This is an optimization exercise on Yosys and OpenROAD, whose aim is small area and a short achievable clock period, not a production implementation. Function was checked by simulation only, so behaviour that the tests miss may differ from the original. Power figures rest on the tool's default switching activity, not on a simulated workload.

==> flow/design.v <==
module M216A_TopModule(
    input  wire       clk_i,
    input  wire       rst_i,
    input  wire [4:0] width_i,
    input  wire [4:0] height_i,
    output wire [7:0] index_x_o,
    output wire [7:0] index_y_o,
    output wire [3:0] strike_o
);
    wire [4:0] h = height_i;
    reg s10, s4, s3, s9, s13, s8, s78, s5, s6, s7;
    reg ab0, ab1, ab2;    
    wire idle = ~|h[4:2];
    always @(posedge clk_i) begin
        ab0 <= idle || h == 5'd5 || h == 5'd10;
        ab1 <= idle || h == 5'd6 || h == 5'd11 || h == 5'd12;
        ab2 <= idle || h == 5'd4 || h == 5'd9 || h == 5'd12;
        s10 <= h == 5'd4;
        s4  <= h == 5'd6 || h == 5'd7;
        s3  <= h == 5'd8 || h == 5'd9;
        s9  <= h == 5'd11 || h == 5'd12;
        s13 <= h >= 5'd13;
        s8  <= h == 5'd4 || h == 5'd5;
        s78 <= h == 5'd7 || h == 5'd8;
        s5  <= h == 5'd9 || h == 5'd10;
        s6  <= h == 5'd5 || h == 5'd6;
        s7  <= h == 5'd10 || h == 5'd11;
    end
    wire [4:0] w = width_i;
    wire valid = ~(ab0 & ab1 & ab2);
    reg       started;
    reg [1:0] p;
    always @(posedge clk_i) begin
        if (rst_i) begin
            started <= 1'b0;
            p <= 2'd0;
        end else begin
            if (valid) started <= 1'b1;
            if (valid | started) p <= p + 2'd1;
        end
    end
    wire clr = ~started;
    reg  [52:1] RH, RT;
    wire [3:0] T1  = RT[4:1],   T2  = RT[8:5],   T3  = RT[12:9],  T4  = RT[16:13];
    wire [3:0] T5  = RT[20:17], T6  = RT[24:21], T7  = RT[28:25], T8  = RT[32:29];
    wire [3:0] T9  = RT[36:33], T10 = RT[40:37], T11 = RT[44:41], T12 = RT[48:45];
    wire [3:0] T13 = RT[52:49];
    wire [3:0] A0 = {4{s10}} & T10 | {4{s4}} & T4 | {4{s3}} & T3 | {4{s9}} & T9
                  | {4{s13}} & T13 | {4{ab0}};
    wire [3:0] A1 = {4{s8}} & T8 | {4{s78}} & T1 | {4{s5}} & T5 | {4{s13}} & T12
                  | {4{ab1}};
    wire [3:0] A2 = {4{s6}} & T6 | {4{s78}} & T2 | {4{s7}} & T7 | {4{s13}} & T11
                  | {4{ab2}};
    wire p01 = ~(s78 & s3);
    wire p02 = ~(s78 & s3 | s4 & s6 | s9 & s7);
    function cmp4;
        input [3:0] a, b;
        input c;
        integer i;
        reg r;
        begin
            r = c;
            for (i = 0; i < 4; i = i + 1)
                r = (~a[i] & b[i]) | (~a[i] & r) | (b[i] & r);
            cmp4 = r;
        end
    endfunction
    wire [3:0] klo = 4'd0 - w[3:0];
    wire [3:0] kn  = p[0] ? 4'd7 : klo;
    reg le01, le02, le12, f0, f1, f2;
    always @(posedge clk_i) begin
        le01 <= cmp4(A0, A1, p[0] ? le01 : p01);
        le02 <= cmp4(A0, A2, p[0] ? le02 : p02);
        le12 <= cmp4(A1, A2, ~p[0] | le12);
        f0   <= cmp4(A0, kn, ~p[0] | f0);
        f1   <= cmp4(A1, kn, ~p[0] | f1);
        f2   <= cmp4(A2, kn, ~p[0] | f2);
    end
    wire win0 = le01 & le02;
    wire win1 = ~le01 & le12;
    wire win2 = ~win0 & ~win1;
    wire fit = win0 & f0 | win1 & f1 | win2 & f2;
    reg wr0, wr1, wr2;
    always @(posedge clk_i) begin
        wr0 <= win0;
        wr1 <= win1;
        wr2 <= win2;
    end
    wire sel0 = p[0] ? wr0 : win0;    
    wire sel1 = p[0] ? wr1 : win1;
    wire sel2 = p[0] ? wr2 : win2;
    wire [3:0] Tsel = {4{sel0}} & A0 | {4{sel1}} & A1 | {4{sel2}} & A2;
    wire [3:0] cid = {4{win0 & s10}} & 4'd9 | {4{win0 & s4}} & 4'd3 | {4{win0 & s3}} & 4'd2
                   | {4{win0 & s9}} & 4'd8 | {4{win0 & s13}} & 4'd14
                   | {4{win1 & s8}} & 4'd7 | {4{win1 & s78}} & 4'd0 | {4{win1 & s5}} & 4'd4
                   | {4{win1 & s13}} & 4'd12
                   | {4{win2 & s6}} & 4'd5 | {4{win2 & s78}} & 4'd1 | {4{win2 & s7}} & 4'd6
                   | {4{win2 & s13}} & 4'd10;
    reg [4:0] wr;    
    reg [6:0] xq;
    reg inc;
    always @(posedge clk_i) begin
        wr <= width_i;
        if (p == 2'd2) xq[3:0] <= Tsel;
        if (p == 2'd3) xq[6:4] <= Tsel[2:0];
    end
    wire [4:0] lsum = xq[3:0] + wr[3:0];
    always @(posedge clk_i) inc <= lsum[4] | wr[4];
    wire [3:0] hsum = {1'b0, xq[6:4]} + {3'b0, inc};
    wire [3:0] sum = p[0] ? lsum[3:0] : hsum;    
    localparam NONE = 4'd15, STRIKE = 4'd13;
    reg [3:0] code;
    always @(posedge clk_i) begin
        if (rst_i)
            code <= NONE;
        else if (p == 2'd2)
            code <= ~valid ? NONE : (fit ? cid : STRIKE);
    end
    wire wph = p[0] ~^ p[1];    
    function [3:0] sc;    
        input integer s;
        sc = s <= 11 ? s - 1 : (s == 12 ? 4'd12 : 4'd14);
    endfunction
    wire [3:0] wdat = sum & {4{~clr}};
    reg  [13:1] wen;
    integer s;
    always @(*) begin
        for (s = 1; s <= 13; s = s + 1)
            wen[s] = clr | (wph & (code == sc(s)));
    end
    always @(posedge clk_i) begin
        for (s = 1; s <= 13; s = s + 1) begin
            RH[4*s -: 4] <= RT[4*s -: 4];
            RT[4*s -: 4] <= wen[s] ? wdat : RH[4*s -: 4];
        end
    end
    wire [6:0] ytab = {code, code == 4'd9, code == 4'd5 || code == 4'd7,
                       code == 4'd3 || code == 4'd7};
    wire ld = (p == 2'd2) & (code != NONE);
    wire strike = code == STRIKE;
    reg [6:0] xo, yo;
    reg       xy7;
    reg [3:0] so;
    always @(posedge clk_i) begin
        if (rst_i) begin
            xo  <= 7'd0;
            yo  <= 7'd0;
            xy7 <= 1'b0;
            so  <= 4'd0;
        end else if (ld) begin
            xo  <= strike ? 7'd0 : xq;
            yo  <= strike ? 7'd0 : ytab;
            xy7 <= strike;
            if (strike) so <= so + 4'd1;
        end
    end
    assign index_x_o = {xy7, xo};
    assign index_y_o = {xy7, yo};
    assign strike_o  = so;
endmodule
clock: 4.0 ns
lec_check: 0
cap_margin: 20
core_margin: 2
core_utilization: 40
cts_buf_list: sky130_fd_sc_hd__clkbuf_4 sky130_fd_sc_hd__clkbuf_8
gpl_timing_driven: 0
setup_slack_margin: 2.1
slew_margin: 20
tns_end_percent: 20
standard.sh (not shown) runs the stock make flow with config.mk's settings and CLKGATE_MAP_FILE= SYNTH_SCRIPT=/design/flow/synth_recipe.tcl, a recipe that flattens the netlist after the stock synthesis.
==> flow/flow/run.sh <==
#!/bin/bash
# The standard layout (standard.sh) with three changes:
#  - synthesis maps the logic with flow/abc.script in place of ORFS's
#    abc_speed.script; the synthesis is otherwise the standard one, so the
#    registers are the standard synthesis's;
#  - the port buffers are buf_1 cells;
#  - clock tree synthesis inserts no dummy loads.
# ORFS's logs stay under orfs/logs/; make's own output goes to standard.log.
set -e
rm -rf scripts_abc
cp -r "$FLOW_HOME/scripts" scripts_abc
cp flow/abc.script scripts_abc/abc_speed.script
export BUFFER_PORTS_ARGS="-buffer_cell sky130_fd_sc_hd__buf_1"
bash standard.sh SCRIPTS_DIR="$PWD/scripts_abc" CTS_ARGS='-repair_clock_nets -dont_use_dummy_load -buf_list {sky130_fd_sc_hd__clkbuf_8} -root_buf sky130_fd_sc_hd__clkbuf_16 -sink_clustering_enable -sink_clustering_levels 1 -sink_clustering_size 30' finish > standard.log 2>&1
==> flow/flow/abc.script <==
strash
&get -n
&fraig -x
&put
scorr
dc2
dretime
strash
&get -n
&dch -f
&nf
&put
The starting point completed without violations.
Rerun with:
--- a/flow/flow/run.sh
+++ b/flow/flow/run.sh
@@ -12,3 +12,3 @@
 cp flow/abc.script scripts_abc/abc_speed.script
 export BUFFER_PORTS_ARGS="-buffer_cell sky130_fd_sc_hd__buf_1"
-bash standard.sh SCRIPTS_DIR="$PWD/scripts_abc" CTS_ARGS='-repair_clock_nets -dont_use_dummy_load -buf_list {sky130_fd_sc_hd__clkbuf_8} -root_buf sky130_fd_sc_hd__clkbuf_16 -sink_clustering_enable -sink_clustering_levels 1 -sink_clustering_size 30' finish > standard.log 2>&1
+bash standard.sh SCRIPTS_DIR="$PWD/scripts_abc" CTS_ARGS='-repair_clock_nets -dont_use_dummy_load -buf_list {sky130_fd_sc_hd__clkbuf_16} -sink_clustering_enable -sink_clustering_size 40 -sink_clustering_max_diameter 300' finish > standard.log 2>&1
After rerunning:
- The changed run passed the timing, DRC and antenna checks
- global-route usage goes up by 0.22 points
- worst setup slack is worse by 0.0045 ns
- clock-buffer cell count does not change
Rerun with:
--- a/flow/flow/run.sh
+++ b/flow/flow/run.sh
@@ -12,3 +12,3 @@
 cp flow/abc.script scripts_abc/abc_speed.script
 export BUFFER_PORTS_ARGS="-buffer_cell sky130_fd_sc_hd__buf_1"
-bash standard.sh SCRIPTS_DIR="$PWD/scripts_abc" CTS_ARGS='-repair_clock_nets -dont_use_dummy_load -buf_list {sky130_fd_sc_hd__clkbuf_16} -sink_clustering_enable -sink_clustering_size 40 -sink_clustering_max_diameter 300' finish > standard.log 2>&1
+bash standard.sh SCRIPTS_DIR="$PWD/scripts_abc" CTS_ARGS='-sink_clustering_enable -repair_clock_nets -dont_use_dummy_load -buf_list {sky130_fd_sc_hd__clkbuf_4 sky130_fd_sc_hd__clkbuf_8}' finish > standard.log 2>&1
The changed run went through all stages and came out clean.
Wire length shrinks by 0.37%.
Global-route usage is lower by 0.25 points.
Via count is about the same.
Setup slack gets better by 0.011 ns.


// M216A_TopModule: RTL as listed in full above, without the edits since
export LEC_CHECK = 0
export CAP_MARGIN = 20
export CORE_MARGIN = 2
export CORE_UTILIZATION = 40
export CTS_BUF_LIST = sky130_fd_sc_hd__clkbuf_4 sky130_fd_sc_hd__clkbuf_8
export GPL_TIMING_DRIVEN = 0
export SETUP_SLACK_MARGIN = 2.35
export SLEW_MARGIN = 20
export TNS_END_PERCENT = 5
create_clock -name core_clock -period 4.0 [get_ports {clk_i}]
==> flow/flow/run.sh <==
#!/bin/bash
# The standard layout (standard.sh) with three changes:
#  - synthesis maps the logic with flow/abc.script in place of ORFS's
#    abc_speed.script; the synthesis is otherwise the standard one, so the
#    registers are the standard synthesis's;
#  - the port buffers are buf_1 cells;
#  - clock tree synthesis inserts no dummy loads.
# ORFS's logs stay under orfs/logs/; make's own output goes to standard.log.
set -e
rm -rf scripts_abc
cp -r "$FLOW_HOME/scripts" scripts_abc
cp flow/abc.script scripts_abc/abc_speed.script
export BUFFER_PORTS_ARGS="-buffer_cell sky130_fd_sc_hd__buf_1"
bash standard.sh SCRIPTS_DIR="$PWD/scripts_abc" CTS_ARGS='-sink_clustering_enable -repair_clock_nets -dont_use_dummy_load -buf_list {sky130_fd_sc_hd__clkbuf_4 sky130_fd_sc_hd__clkbuf_8}' finish > standard.log 2>&1
Scripts as last shown in full above: flow/flow/abc.script
Rerun with:
==> flow/flow/run.sh (replaced) <==
#!/bin/bash
# Standard layout with two changes: the port buffers are buf_2 cells, and
# synthesis maps the logic with flow/abc.script instead of ORFS's
# abc_speed.script (same synthesis otherwise, so the registers are the
# standard synthesis's).  Each step's output goes to its own log here.
set -e
rm -rf scripts_abc
cp -r "$FLOW_HOME/scripts" scripts_abc
cp flow/abc.script scripts_abc/abc_speed.script
export BUFFER_PORTS_ARGS="-buffer_cell sky130_fd_sc_hd__buf_1"
bash standard.sh SCRIPTS_DIR="$PWD/scripts_abc" CTS_ARGS='-sink_clustering_enable -repair_clock_nets -dont_use_dummy_load -buf_list {sky130_fd_sc_hd__clkbuf_4 sky130_fd_sc_hd__clkbuf_8}' finish > standard.log 2>&1
SETUP_SLACK_MARGIN = 2.2   (was 2.35)
What happened: Area after synthesis stays the same. Register-to-register slack stays flat. Setup slack loses 0.0059 ns. Critical path depth stays the same. Maximum frequency came out lower slightly. First-iteration DRC count went down slightly. Cell area drops slightly. Flip-flop and latch count does not change. Total power barely changes.

afterwards: timing with drivers on the ports:
No port has a modelled driver above. Below, the same layouts with a new extraction and two added sets of constraints. Step 1 sets driving cells, clkbuf_16 on the clock port and buf_2 on the other inputs (assumed; they add their load-dependent delay and slew). Step 2 also shifts input and output timing later by t, the mid clock arrival at the registers, as if the neighbouring blocks saw the same clock. Three values: no drivers, after step 1, after step 2; two values: the first two.
run | t, ns | setup WS [ns] | worst setup path after step 2 | worst register clock-pin slew, ns | pins driven straight from the clock port
the first run of note 1 | 0.414 | 2.082 / 2.082 / 1.781 | input to register | 0.09 / 0.09 | 1
the second run of note 1 | 0.460 | 2.077 / 2.077 / 1.744 | input to register | 0.06 / 0.06 | 1
the third run of note 1 | 0.486 | 2.088 / 2.088 / 1.760 | input to register | 0.09 / 0.09 | 1
the first run of note 2 | 0.471 | 2.111 / 2.111 / 1.789 | input to register | 0.09 / 0.09 | 1
the second run of note 2 | 0.472 | 2.105 / 2.105 / 1.797 | input to register | 0.09 / 0.09 | 1
After both steps every run listed still meets setup and hold. For the second run of note 1, which loses most, drivers alone change the setup slack by 0.000 ns; drivers and shift together by -0.333 ns.
